Source: an optimization exercise on an open RTL-to-GDS flow (aim: small area and a short achievable clock period). Production flows keep margins and buffers that such runs may drop. Only the layout flow was run in this run; the RTL was not checked for function there. No activity file was given, so power comes from the tool's default toggle rates.

<file path="flow/flow/run.sh">
#!/bin/bash
# The standard layout (the standard.sh), but without Yosys's full-adder
# extraction (ADDER_MAP_FILE empty): ABC then maps the adders itself, into
# faster gates than the fixed sky130 fa/ha cells. Registers are unchanged.
# The port buffers are the smallest buffer cell (buffer_ports -buffer_cell).
set -euo pipefail
bash standard.sh ADDER_MAP_FILE= 'BUFFER_PORTS_ARGS=-buffer_cell sky130_fd_sc_hd__buf_1'  finish > standard_flow.log 2>&1
</file>
<file path="flow/standard.sh">
#!/bin/bash
# synth_recipe.tcl (not shown) runs the flow's synth.tcl, then flattens the netlist and writes it again
# the make line also repeats each setting of config.mk as NAME=value (left out here)
make -C /OpenROAD-flow-scripts/flow DESIGN_CONFIG=/design/flow/config.mk WORK_HOME=/design/flow/orfs CLKGATE_MAP_FILE= SYNTH_SCRIPT=/design/flow/synth_recipe.tcl "${@:-finish}"
</file>
<file path="flow/config.mk">
export PLATFORM = sky130hd
export DESIGN_NAME = mod
export DESIGN_NICKNAME = mod
export VERILOG_FILES = /design/flow/design.v
export SDC_FILE = /design/flow/constraint.sdc
export NUM_CORES = 4
export LEC_CHECK = 0
export ABC_AREA = 1
export CAP_MARGIN = 20
export CORE_MARGIN = 2
export CORE_UTILIZATION = 40
export SETUP_SLACK_MARGIN = 3.1
export SLEW_MARGIN = 20
</file>
<file path="flow/design.v">
`timescale 1ns / 1ps
module mod (
    input logic clk,
    input logic reset,
    input logic [15:0] samp,
    output logic pull,
    output logic pdata
);
    localparam logic [39:0] TH = 40'h00014CCCCC;
    logic [7:0]  cnt;
    logic [15:0] sv;
    logic [39:2] xb;
    logic [39:8] pb;
    logic [1:0] q;
    logic [3:1] cx, cx_n;
    logic [2:1] cp, cp_n;
    logic        q_out;     
    logic        pull_r;    
    wire [11:0] d0_0 = xb[13:2];
    wire o0 = 1'b0;
    wire [11:0] d1_0 = xb[25:14];
    wire a1_1 = &xb[25:14];
    wire a2_1 = &xb[25:15];
    wire g1 = a1_1 & cx[1];
    wire p1 = (a1_1 & !cx[1]) | (a2_1 & !xb[14] & cx[1]);
    wire o1 = g1 | (p1 & o0);
    wire [6:0] d2_0 = xb[32:26];
    wire a1_2 = &xb[32:26];
    wire a2_2 = &xb[32:27];
    wire g2 = a1_2 & cx[2];
    wire p2 = (a1_2 & !cx[2]) | (a2_2 & !xb[26] & cx[2]);
    wire o2 = g2 | (p2 & o1);
    wire [6:0] d3_0 = xb[39:33];
    wire s393_0 = (xb[39:33] >= 7'd64);
    wire s393_1 = ((xb[39:33] >= 7'd63) && (xb[39:33] <= 7'd126));
    wire s393_2 = ((xb[39:33] >= 7'd62) && (xb[39:33] <= 7'd125));
    wire y39 = (o2 ? (cx[3] ? s393_2 : s393_1) : (cx[3] ? s393_1 : s393_0));
    wire yz1_0 = (xb[25:14] <= 12'd2047);
    wire yz1_1 = (xb[25:14] <= 12'd2046) || (xb[25:14] == 12'd4095);
    wire yz1_2 = (xb[25:14] <= 12'd2045) || (xb[25:14] >= 12'd4094);
    wire yz2_0 = (xb[32:26] == 7'd0);
    wire yz2_1 = (xb[32:26] == 7'd127);
    wire yz2_2 = (xb[32:26] == 7'd126);
    wire yz3_0 = (xb[39:33] == 7'd0) || (xb[39:33] == 7'd64);
    wire yz3_1 = (xb[39:33] == 7'd63) || (xb[39:33] == 7'd127);
    wire yz3_2 = (xb[39:33] == 7'd62) || (xb[39:33] == 7'd126);
    wire yz = (o0 ? (cx[1] ? yz1_2 : yz1_1) : (cx[1] ? yz1_1 : yz1_0)) & (o1 ? (cx[2] ? yz2_2 : yz2_1) : (cx[2] ? yz2_1 : yz2_0)) & (o2 ? (cx[3] ? yz3_2 : yz3_1) : (cx[3] ? yz3_1 : yz3_0));
    wire ya1_0 = (xb[25:14] >= 12'd2048);
    wire ya1_1 = ((xb[25:14] >= 12'd2047) && (xb[25:14] <= 12'd4094));
    wire ya1_2 = ((xb[25:14] >= 12'd2046) && (xb[25:14] <= 12'd4093));
    wire ya2_0 = (xb[32:26] == 7'd127);
    wire ya2_1 = (xb[32:26] == 7'd126);
    wire ya2_2 = (xb[32:26] == 7'd125);
    wire ya3_0 = (xb[39:33] == 7'd63) || (xb[39:33] == 7'd127);
    wire ya3_1 = (xb[39:33] == 7'd62) || (xb[39:33] == 7'd126);
    wire ya3_2 = (xb[39:33] == 7'd61) || (xb[39:33] == 7'd125);
    wire ya = (o0 ? (cx[1] ? ya1_2 : ya1_1) : (cx[1] ? ya1_1 : ya1_0)) & (o1 ? (cx[2] ? ya2_2 : ya2_1) : (cx[2] ? ya2_1 : ya2_0)) & (o2 ? (cx[3] ? ya3_2 : ya3_1) : (cx[3] ? ya3_1 : ya3_0));
    wire ge1a0_0 = (xb[13:2] >= 12'd819);
    wire ge1s1_0 = ((xb[25:14] >= 12'd1332) && (xb[25:14] <= 12'd2047)) || (xb[25:14] >= 12'd3380);
    wire ge1e1_0 = (xb[25:14] == 12'd1331) || (xb[25:14] == 12'd3379);
    wire ge1s1_1 = ((xb[25:14] >= 12'd1331) && (xb[25:14] <= 12'd2046)) || ((xb[25:14] >= 12'd3379) && (xb[25:14] <= 12'd4094));
    wire ge1e1_1 = (xb[25:14] == 12'd1330) || (xb[25:14] == 12'd3378);
    wire ge1s1_2 = ((xb[25:14] >= 12'd1330) && (xb[25:14] <= 12'd2045)) || ((xb[25:14] >= 12'd3378) && (xb[25:14] <= 12'd4093));
    wire ge1e1_2 = (xb[25:14] == 12'd1329) || (xb[25:14] == 12'd3377);
    wire ge1 = ((o0 ? (cx[1] ? ge1s1_2 : ge1s1_1) : (cx[1] ? ge1s1_1 : ge1s1_0)) | ((o0 ? (cx[1] ? ge1e1_2 : ge1e1_1) : (cx[1] ? ge1e1_1 : ge1e1_0)) & ge1a0_0));
    wire le2a0_0 = (xb[13:2] <= 12'd3276);
    wire le2s1_0 = (xb[25:14] <= 12'd715) || ((xb[25:14] >= 12'd2048) && (xb[25:14] <= 12'd2763));
    wire le2e1_0 = (xb[25:14] == 12'd716) || (xb[25:14] == 12'd2764);
    wire le2s1_1 = (xb[25:14] <= 12'd714) || ((xb[25:14] >= 12'd2047) && (xb[25:14] <= 12'd2762)) || (xb[25:14] == 12'd4095);
    wire le2e1_1 = (xb[25:14] == 12'd715) || (xb[25:14] == 12'd2763);
    wire le2s1_2 = (xb[25:14] <= 12'd713) || ((xb[25:14] >= 12'd2046) && (xb[25:14] <= 12'd2761)) || (xb[25:14] >= 12'd4094);
    wire le2e1_2 = (xb[25:14] == 12'd714) || (xb[25:14] == 12'd2762);
    wire le2 = ((o0 ? (cx[1] ? le2s1_2 : le2s1_1) : (cx[1] ? le2s1_1 : le2s1_0)) | ((o0 ? (cx[1] ? le2e1_2 : le2e1_1) : (cx[1] ? le2e1_1 : le2e1_0)) & le2a0_0));
    wire c0 = !y39 & (!yz | ge1);
    wire c1 = !y39 & (!ya | le2);
    wire s1 = xb[10] ^ pb[10] ^ q[0];
    wire c2 = (xb[10] & pb[10]) | (xb[10] & q[0]) | (pb[10] & q[0]);
    wire s3 = xb[11] ^ pb[11] ^ q[0];
    wire c4 = (xb[11] & pb[11]) | (xb[11] & q[0]) | (pb[11] & q[0]);
    wire s5 = xb[12] ^ pb[12];
    wire c6 = xb[12] & pb[12];
    wire s7 = xb[13] ^ pb[13];
    wire c8 = xb[13] & pb[13];
    wire s9 = xb[14] ^ pb[14] ^ q[0];
    wire c10 = (xb[14] & pb[14]) | (xb[14] & q[0]) | (pb[14] & q[0]);
    wire s11 = xb[15] ^ pb[15] ^ q[0];
    wire c12 = (xb[15] & pb[15]) | (xb[15] & q[0]) | (pb[15] & q[0]);
    wire s13 = xb[16] ^ pb[16] ^ cp[1];
    wire c14 = (xb[16] & pb[16]) | (xb[16] & cp[1]) | (pb[16] & cp[1]);
    wire s15 = xb[17] ^ pb[17];
    wire c16 = xb[17] & pb[17];
    wire s17 = xb[18] ^ pb[18] ^ q[0];
    wire c18 = (xb[18] & pb[18]) | (xb[18] & q[0]) | (pb[18] & q[0]);
    wire s19 = xb[19] ^ pb[19] ^ q[0];
    wire c20 = (xb[19] & pb[19]) | (xb[19] & q[0]) | (pb[19] & q[0]);
    wire s21 = xb[20] ^ pb[20];
    wire c22 = xb[20] & pb[20];
    wire s23 = xb[21] ^ pb[21];
    wire c24 = xb[21] & pb[21];
    wire s25 = xb[22] ^ pb[22] ^ q[0];
    wire c26 = (xb[22] & pb[22]) | (xb[22] & q[0]) | (pb[22] & q[0]);
    wire s27 = xb[23] ^ pb[23];
    wire c28 = xb[23] & pb[23];
    wire s29 = xb[24] ^ pb[24] ^ cp[2];
    wire c30 = (xb[24] & pb[24]) | (xb[24] & cp[2]) | (pb[24] & cp[2]);
    wire s31 = xb[25] ^ pb[25] ^ q[0];
    wire c32 = (xb[25] & pb[25]) | (xb[25] & q[0]) | (pb[25] & q[0]);
    wire s33 = xb[26] ^ pb[26];
    wire c34 = xb[26] & pb[26];
    wire s35 = xb[27] ^ pb[27];
    wire c36 = xb[27] & pb[27];
    wire s37 = xb[28] ^ pb[28];
    wire c38 = xb[28] & pb[28];
    wire s39 = xb[29] ^ pb[29];
    wire c40 = xb[29] & pb[29];
    wire s41 = xb[30] ^ pb[30];
    wire c42 = xb[30] & pb[30];
    wire s43 = xb[31] ^ pb[31];
    wire c44 = xb[31] & pb[31];
    wire s45 = xb[32] ^ pb[32];
    wire c46 = xb[32] & pb[32];
    wire s47 = xb[33] ^ pb[33];
    wire c48 = xb[33] & pb[33];
    wire s49 = xb[34] ^ pb[34];
    wire c50 = xb[34] & pb[34];
    wire s51 = xb[35] ^ pb[35];
    wire c52 = xb[35] & pb[35];
    wire s53 = xb[36] ^ pb[36];
    wire c54 = xb[36] & pb[36];
    wire s55 = xb[37] ^ pb[37];
    wire c56 = xb[37] & pb[37];
    wire s57 = xb[38] ^ pb[38];
    wire c58 = xb[38] & pb[38];
    wire s59 = xb[39] ^ pb[39];
    wire c60 = xb[39] & pb[39];
    wire [12:0] xs61 = {1'b0, s7, s5, s3, s1, xb[9], xb[8], xb[7], xb[6], xb[5], xb[4], xb[3], xb[2]} + {1'b0, c6, c4, c2, 1'b0, pb[9], pb[8], q[0], q[0], 1'b0, 1'b0, q[0], q[0]} + 13'(1'b0);
    assign cx_n[1] = xs61[12];
    wire [12:0] xs62 = {1'b0, s31, s29, s27, s25, s23, s21, s19, s17, s15, s13, s11, s9} + {1'b0, c30, c28, c26, c24, c22, c20, c18, c16, c14, c12, c10, c8} + 13'(cx[1]);
    assign cx_n[2] = xs62[12];
    wire s63 = s33 ^ c32 ^ cx[2];
    wire c64 = (s33 & c32) | (s33 & cx[2]) | (c32 & cx[2]);
    wire s65 = s35 ^ c34 ^ c64;
    wire c66 = (s35 & c34) | (s35 & c64) | (c34 & c64);
    wire s67 = s37 ^ c36 ^ c66;
    wire c68 = (s37 & c36) | (s37 & c66) | (c36 & c66);
    wire s69 = s39 ^ c38 ^ c68;
    wire c70 = (s39 & c38) | (s39 & c68) | (c38 & c68);
    wire s71 = s41 ^ c40 ^ c70;
    wire c72 = (s41 & c40) | (s41 & c70) | (c40 & c70);
    wire s73 = s43 ^ c42 ^ c72;
    wire c74 = (s43 & c42) | (s43 & c72) | (c42 & c72);
    wire s75 = s45 ^ c44 ^ c74;
    wire c76 = (s45 & c44) | (s45 & c74) | (c44 & c74);
    assign cx_n[3] = c76;
    wire s77 = s47 ^ c46 ^ cx[3];
    wire c78 = (s47 & c46) | (s47 & cx[3]) | (c46 & cx[3]);
    wire s79 = s49 ^ c48 ^ c78;
    wire c80 = (s49 & c48) | (s49 & c78) | (c48 & c78);
    wire s81 = s51 ^ c50 ^ c80;
    wire c82 = (s51 & c50) | (s51 & c80) | (c50 & c80);
    wire s83 = s53 ^ c52 ^ c82;
    wire c84 = (s53 & c52) | (s53 & c82) | (c52 & c82);
    wire s85 = s55 ^ c54 ^ c84;
    wire c86 = (s55 & c54) | (s55 & c84) | (c54 & c84);
    wire s87 = s57 ^ c56 ^ c86;
    wire c88 = (s57 & c56) | (s57 & c86) | (c56 & c86);
    wire s89 = s59 ^ c58 ^ c88;
    wire c90 = (s59 & c58) | (s59 & c88) | (c58 & c88);
    wire [8:0] ps91 = {1'b0, pb[15], pb[14], pb[13], pb[12], pb[11], pb[10], pb[9], pb[8]} + {1'b0, ~sv[7], ~sv[6], ~sv[5], ~sv[4], ~sv[3], ~sv[2], ~sv[1], ~sv[0]} + 9'(1'b1);
    assign cp_n[1] = ps91[8];
    wire [8:0] ps92 = {1'b0, pb[23], pb[22], pb[21], pb[20], pb[19], pb[18], pb[17], pb[16]} + {1'b0, ~sv[15], ~sv[14], ~sv[13], ~sv[12], ~sv[11], ~sv[10], ~sv[9], ~sv[8]} + 9'(cp[1]);
    assign cp_n[2] = ps92[8];
    wire inc93 = cp[2] & !(~q[1]);
    wire dec94 = (~q[1]) & !cp[2];
    wire t95 = inc93 | dec94;
    wire s96 = pb[24] ^ t95;
    wire t97 = (inc93 & pb[24]) | (dec94 & !(pb[24]));
    wire s98 = pb[25] ^ t97;
    wire t99 = (inc93 & pb[24] & pb[25]) | (dec94 & !(pb[24] | pb[25]));
    wire s100 = pb[26] ^ t99;
    wire t101 = (inc93 & pb[24] & pb[25] & pb[26]) | (dec94 & !(pb[24] | pb[25] | pb[26]));
    wire s102 = pb[27] ^ t101;
    wire t103 = (inc93 & pb[24] & pb[25] & pb[26] & pb[27]) | (dec94 & !(pb[24] | pb[25] | pb[26] | pb[27]));
    wire s104 = pb[28] ^ t103;
    wire t105 = (inc93 & pb[24] & pb[25] & pb[26] & pb[27] & pb[28]) | (dec94 & !(pb[24] | pb[25] | pb[26] | pb[27] | pb[28]));
    wire s106 = pb[29] ^ t105;
    wire t107 = (inc93 & pb[24] & pb[25] & pb[26] & pb[27] & pb[28] & pb[29]) | (dec94 & !(pb[24] | pb[25] | pb[26] | pb[27] | pb[28] | pb[29]));
    wire s108 = pb[30] ^ t107;
    wire t109 = (inc93 & pb[24] & pb[25] & pb[26] & pb[27] & pb[28] & pb[29] & pb[30]) | (dec94 & !(pb[24] | pb[25] | pb[26] | pb[27] | pb[28] | pb[29] | pb[30]));
    wire s110 = pb[31] ^ t109;
    wire t111 = (inc93 & pb[24] & pb[25] & pb[26] & pb[27] & pb[28] & pb[29] & pb[30] & pb[31]) | (dec94 & !(pb[24] | pb[25] | pb[26] | pb[27] | pb[28] | pb[29] | pb[30] | pb[31]));
    wire s112 = pb[32] ^ t111;
    wire t113 = (inc93 & pb[24] & pb[25] & pb[26] & pb[27] & pb[28] & pb[29] & pb[30] & pb[31] & pb[32]) | (dec94 & !(pb[24] | pb[25] | pb[26] | pb[27] | pb[28] | pb[29] | pb[30] | pb[31] | pb[32]));
    wire s114 = pb[33] ^ t113;
    wire t115 = (inc93 & pb[24] & pb[25] & pb[26] & pb[27] & pb[28] & pb[29] & pb[30] & pb[31] & pb[32] & pb[33]) | (dec94 & !(pb[24] | pb[25] | pb[26] | pb[27] | pb[28] | pb[29] | pb[30] | pb[31] | pb[32] | pb[33]));
    wire s116 = pb[34] ^ t115;
    wire t117 = (inc93 & pb[24] & pb[25] & pb[26] & pb[27] & pb[28] & pb[29] & pb[30] & pb[31] & pb[32] & pb[33] & pb[34]) | (dec94 & !(pb[24] | pb[25] | pb[26] | pb[27] | pb[28] | pb[29] | pb[30] | pb[31] | pb[32] | pb[33] | pb[34]));
    wire s118 = pb[35] ^ t117;
    wire t119 = (inc93 & pb[24] & pb[25] & pb[26] & pb[27] & pb[28] & pb[29] & pb[30] & pb[31] & pb[32] & pb[33] & pb[34] & pb[35]) | (dec94 & !(pb[24] | pb[25] | pb[26] | pb[27] | pb[28] | pb[29] | pb[30] | pb[31] | pb[32] | pb[33] | pb[34] | pb[35]));
    wire s120 = pb[36] ^ t119;
    wire t121 = (inc93 & pb[24] & pb[25] & pb[26] & pb[27] & pb[28] & pb[29] & pb[30] & pb[31] & pb[32] & pb[33] & pb[34] & pb[35] & pb[36]) | (dec94 & !(pb[24] | pb[25] | pb[26] | pb[27] | pb[28] | pb[29] | pb[30] | pb[31] | pb[32] | pb[33] | pb[34] | pb[35] | pb[36]));
    wire s122 = pb[37] ^ t121;
    wire t123 = (inc93 & pb[24] & pb[25] & pb[26] & pb[27] & pb[28] & pb[29] & pb[30] & pb[31] & pb[32] & pb[33] & pb[34] & pb[35] & pb[36] & pb[37]) | (dec94 & !(pb[24] | pb[25] | pb[26] | pb[27] | pb[28] | pb[29] | pb[30] | pb[31] | pb[32] | pb[33] | pb[34] | pb[35] | pb[36] | pb[37]));
    wire s124 = pb[38] ^ t123;
    wire t125 = (inc93 & pb[24] & pb[25] & pb[26] & pb[27] & pb[28] & pb[29] & pb[30] & pb[31] & pb[32] & pb[33] & pb[34] & pb[35] & pb[36] & pb[37] & pb[38]) | (dec94 & !(pb[24] | pb[25] | pb[26] | pb[27] | pb[28] | pb[29] | pb[30] | pb[31] | pb[32] | pb[33] | pb[34] | pb[35] | pb[36] | pb[37] | pb[38]));
    wire s126 = pb[39] ^ t125;
    wire [39:2] xb_n = {s89, s87, s85, s83, s81, s79, s77, s75, s73, s71, s69, s67, s65, s63, xs62[11], xs62[10], xs62[9], xs62[8], xs62[7], xs62[6], xs62[5], xs62[4], xs62[3], xs62[2], xs62[1], xs62[0], xs61[11], xs61[10], xs61[9], xs61[8], xs61[7], xs61[6], xs61[5], xs61[4], xs61[3], xs61[2], xs61[1], xs61[0]};
    wire [39:8] pb_n = {s126, s124, s122, s120, s118, s116, s114, s112, s110, s108, s106, s104, s102, s100, s98, s96, ps92[7], ps92[6], ps92[5], ps92[4], ps92[3], ps92[2], ps92[1], ps92[0], ps91[7], ps91[6], ps91[5], ps91[4], ps91[3], ps91[2], ps91[1], ps91[0]};
    always_ff @(posedge clk or posedge reset) begin
        if (reset) begin
            cnt <= 8'hFF;
            pull_r <= 1'b1;
            sv  <= '0;
            xb  <= 38'h2000533332;
            pb  <= '0;
            q   <= '0;
            q_out <= 1'b0;
            cx  <= '0;
            cp  <= '0;
        end else begin
            cnt <= cnt + 8'd1;
            pull_r <= (cnt == 8'hFE);
            if (cnt == 8'hFF) sv <= samp;
            xb  <= xb_n;
            pb  <= pb_n;
            cx  <= cx_n;
            cp  <= cp_n;
            q[0] <= q[0] ? c1 : c0;
            q[1] <= q[1] ? c1 : c0;
            q_out <= q_out ? c1 : c0;
        end
    end
    assign pull  = pull_r;
    assign pdata = q_out;
endmodule
</file>
<file path="flow/constraint.sdc">
create_clock -name core_clock -period 5.2 [get_ports {clk}]
set_input_delay 1.0400 -clock core_clock [delete_from_list [all_inputs] [get_ports {clk}]]
set_output_delay 1.0400 -clock core_clock [all_outputs]
set_load 0.01 [all_outputs]
</file>
==> qor.log <==
qor: outcome.status no timing/DRC/antenna violations
qor: pwr.power.density 748 mW/mm2
qor: drt.detail_route.drc_violations 0
qor: cells_and_area.seqCellArea 0.00261 mm2
qor: drt.wire_per_inst 10.6 um
qor: placed_design.place_congestion 0.853
qor: yosys.synthDistinctLibCells 46
qor: yosys.yosysWarnings 1
qor: drt.detailed_router_s_first_iteration_violation_count 259
qor: sta.setup_ws 3150 ps
qor: yosys.synthesis.area_per_instance 7.17 um2
qor: setup_path.startpoint_type flip-flop
qor: cells_and_area.total_area_of_multi_input_combinational_cells 0.00355 mm2
qor: min_path.holdPathStages 1
qor: sta.finalHoldWorstSlack 490 ps
qor: floorplan.fp-row-count 47
qor: pwr.vdd_ir_drop_max 279 uV
qor: cells_and_area.mostFrequentLayoutCell sky130_fd_sc_hd__nand2_1
qor: sta.maxSlewHeadroom 62.4%
qor: setup_path.worstPathRequired 4160 ps
qor: setup_path.crit_path_max_incr_delay 520 ps
qor: placed_design.hpwl 9.42 mm
qor: setup_path.cp_max_fo 1
qor: yosys.ys.flop_type sky130_fd_sc_hd__dfrtp_1
qor: yosys.netlist_area 0.00663 mm2
qor: min_path.class_of_the_most_critical_hold_timing_path reg2reg
qor: cells_and_area.final_core_util 45.4%
qor: grt.largest_net_degree_at_the_start_of_global_routing 47
qor: grt.globalRoute.totalOverflow 0
qor: sta.min_period_over_period 39.4%
qor: clock_network.clk_path_buf_depth 2
qor: drt.drt_pass_1_iters 5
qor: clock_network.cts.sink_count 103
qor: grt.first_global_vias 5053
qor: drt.wl_met1 6.10 mm
qor: drt.vias_per_cell 4.61
qor: run.number_of_maximum_capacitance_constraint_violations 0
qor: cells_and_area.nFillCells 1645
qor: placed_design.buffer_ports.inserted 19
qor: drt.uppermost_metal_layer_occupied_by_signal_nets met4
qor: sta.min_period 2050 ps
qor: setup_path.number_of_cell_instances_on_the_worst_register_to_register_path 10
qor: sta.hold_violations 0
qor: yosys.synthCells 925
qor: setup_path.worst_ep_arrival_time 1010 ps
qor: setup_path.rrSetupSlack 3180 ps
qor: grt.initial_antenna_violation_count 0
qor: floorplan.chipWidth 133 um
qor: yosys.synth_enable_flop_cells 0
qor: clock_network.cts.root.buffer_cell sky130_fd_sc_hd__clkbuf_16
qor: drt.detail_route.wirelength 12.5 mm
qor: cells_and_area.insertedDiodeCount 0
qor: cells_and_area.fin_nets 978
qor: setup_path.path_class reg2out
qor: sta.final-setup-viol-count 0
qor: sta.final.setup_skew 9.02 ps
qor: clock_network.cts-buffers-inserted 9
qor: setup_path.crit-reg2reg-launch pb[25]
qor: placed_design.dp_slack 2880 ps
qor: cells_and_area.syn2layout_area_growth 12.4%
qor: floorplan.floorplan.initialDensity 40.4%
qor: sta.rsz0062_at_grt true
qor: min_path.timing.hold.worst_endpoint cnt[0]
qor: cells_and_area.drive_above_1_share 13.2%
qor: drt.routed-wl-met3 278 um
qor: clock_network.path_clk_slew 90 ps
qor: clock_network.worst_skew_pair.late_latency 370 ps
qor: cells_and_area.leading_cell_types_in_the_layout_fill_and_taps_excluded sky130_fd_sc_hd__nand2_1, sky130_fd_sc_hd__inv_1, sky130_fd_sc_hd__nor2_1
qor: setup_path.critical-path-slowest-cell sky130_fd_sc_hd__dfstp_2
qor: floorplan.die-area 0.0176 mm2
qor: yosys.seq_area_frac_synth 39.3%
qor: setup_path.r2r-end pb[38]
qor: setup_path.buffer_and_inverter_count_on_the_worst_path 1
qor: floorplan.ioPinCount 20
qor: grt.global_route.usage.total 15.2%
qor: clock_network.tritoncts_clock_tree done
qor: grt.grt_pass1_wl 22.1 mm
qor: sta.finalMaxSlewViolations 0
qor: sta.final.setup.tns 0 ps
qor: yosys.synth_seq_cells 103
qor: clock_network.clock_tree.htree_level_count 3
qor: floorplan.coreArea 0.0164 mm2
qor: drt.route.antenna.remaining_nets 0
qor: min_path.hold_path_startpoint cnt[0]
qor: yosys.ys_async_sr_fraction 100%
qor: sta.max_slew.worst_pin.slew 565 ps
qor: drt.detailroute.via_count 5460
qor: setup_path.path_delay_family flip-flops
qor: setup_path.series_of_cell_instances_along_the_critical_path clkbuf_2
qor: drt.wl_met2 6.00 mm
qor: pwr.total_leakage_power 3.89 nW
qor: setup_path.critPathCaptureType output pin
qor: yosys.synth.net_count 943
qor: floorplan.dieHeight 133 um
qor: sta.fmax 487 MHz
routing by layer:
metal,up-vias,track usage [%]
li1,2954,-
met1,2446,19.9
met2,48,25.5
met3,12,2.76
met4,0,4.60
met5,-,0
worst max-delay path by stage:
stage,to,startpoint,depth (start not counted),slack [ps]
2_1_floorplan,cp[1],reset,1,2950
3_3_place_gp,xb[25],q[0],14,2940
3_5_place_dp,xb[23],q[0],14,2880
4_1_cts,pull,pull_r,1,3110
5_1_grt,pb[38],pb[25],11,3020
6_report,pull,pull_r,1,3150
area by class of cell:
type                            count  area share (%)
Multi-Input combinational cell    678            47.7
Tap cell                          220            3.70
Timing Repair Buffer               33            2.39
Sequential cell                   103            35.1
Clock inverter                      7            1.23
Clock buffer                        9            3.02
Inverter                          135            6.92
power by group:
part / internal [mW] / leakage (nW) / switching (mW) / total (mW)
clock: 0.352 / 0.155 / 0.367 / 0.719
sequential: 1.23 / 1.15 / 0.440 / 1.67
combinational: 1.23 / 2.58 / 1.95 / 3.18
stage by stage:
stage	cells	area [um2]	power [mW]
final	1185	7450	5.57
after global routing	1185	7450	6.23
after CTS	1173	7260	5.46
after detailed placement	1157	6940	4.72
after global placement	1157	6940	4.68
after floorplan	925	6630	4.17
logic make-up after synthesis:
logic type	share of synthesized area [%]
and+or+nand+nor	33.0
buffers and inverters	8.44
DFF	39.3
AOI/OAI and AO/OA	7.30
xor gates and xnor gates	10.2
muxes	1.70
adders and majority gates	0.151
Yosys cell counts, drive strengths merged (2+ instances only):
cell type	instances	area share [%]
nor2	111	7.0
a31oi	8	0.98
nand2	294	17
a21oi	25	1.9
o22ai	2	0.19
xor2	62	8.2
dfrtp	82	31
nand4	13	1.7
dfstp	21	8.3
inv	135	7.6
o21ai	44	3.3
or2	11	1.0
nor4	3	0.28
mux2	10	1.7
clkbuf	3	0.19
xnor2	15	2.0
o21bai	2	0.23
nand3	51	4.1
nor3	15	1.4
buf	6	0.60
a211oi	2	0.23
nand3b	3	0.40
timing repair:
item | 4_1_cts | 5_1_grt
setup buffers | 0 | 12
hold buffers | 0 | 0
pin swaps | 0 | 9
gates resized for setup | 3 | 27
setup endpoints to repair | 19 | 19
flip-flops by register name, summed over array words and instances, names as in the netlist:
name,flops
pb,32
q_out,1
pull_r,1
sv,16
cnt,8
cx,3
xb,38
q,2
cp,2
worst register-to-register path, delay by kind of cell, from the launching register on:
family,cells,cell delay (ps)
AO/OA/AOI/OAI,1,120
flip-flops,1,480
AND/OR/NAND/NOR,9,1310

port drivers added, routing unchanged:
How much do the figures lean on ideal ports? The routed layout below was timed once more, with nothing changed but the port constraints. Step 1: set_driving_cell puts a clkbuf_16 on clk and a buf_2 on each other input, an assumption about the parent block. Step 2 adds t to the input delays and takes it off the output delays; t is the mean of the earliest and latest rising clock arrival at the registers after step 1. Input paths then give back, and output paths get back, about the clock's delay inside the block. Slacks: ideal / step 1 / step 2; pairs: ideal / step 1.
t (ns): 0.399
slack for setup (ns): 3.149 / 3.107 / 3.182
worst setup path at the end: register to register
slew at the worst register clock pin (ns): 0.09 / 0.09
cell pins on the clock port's net: 1
After both steps setup and hold are still met in this run. The setup slack of this run moves by -0.042 ns with the drivers and by +0.033 ns with both steps.
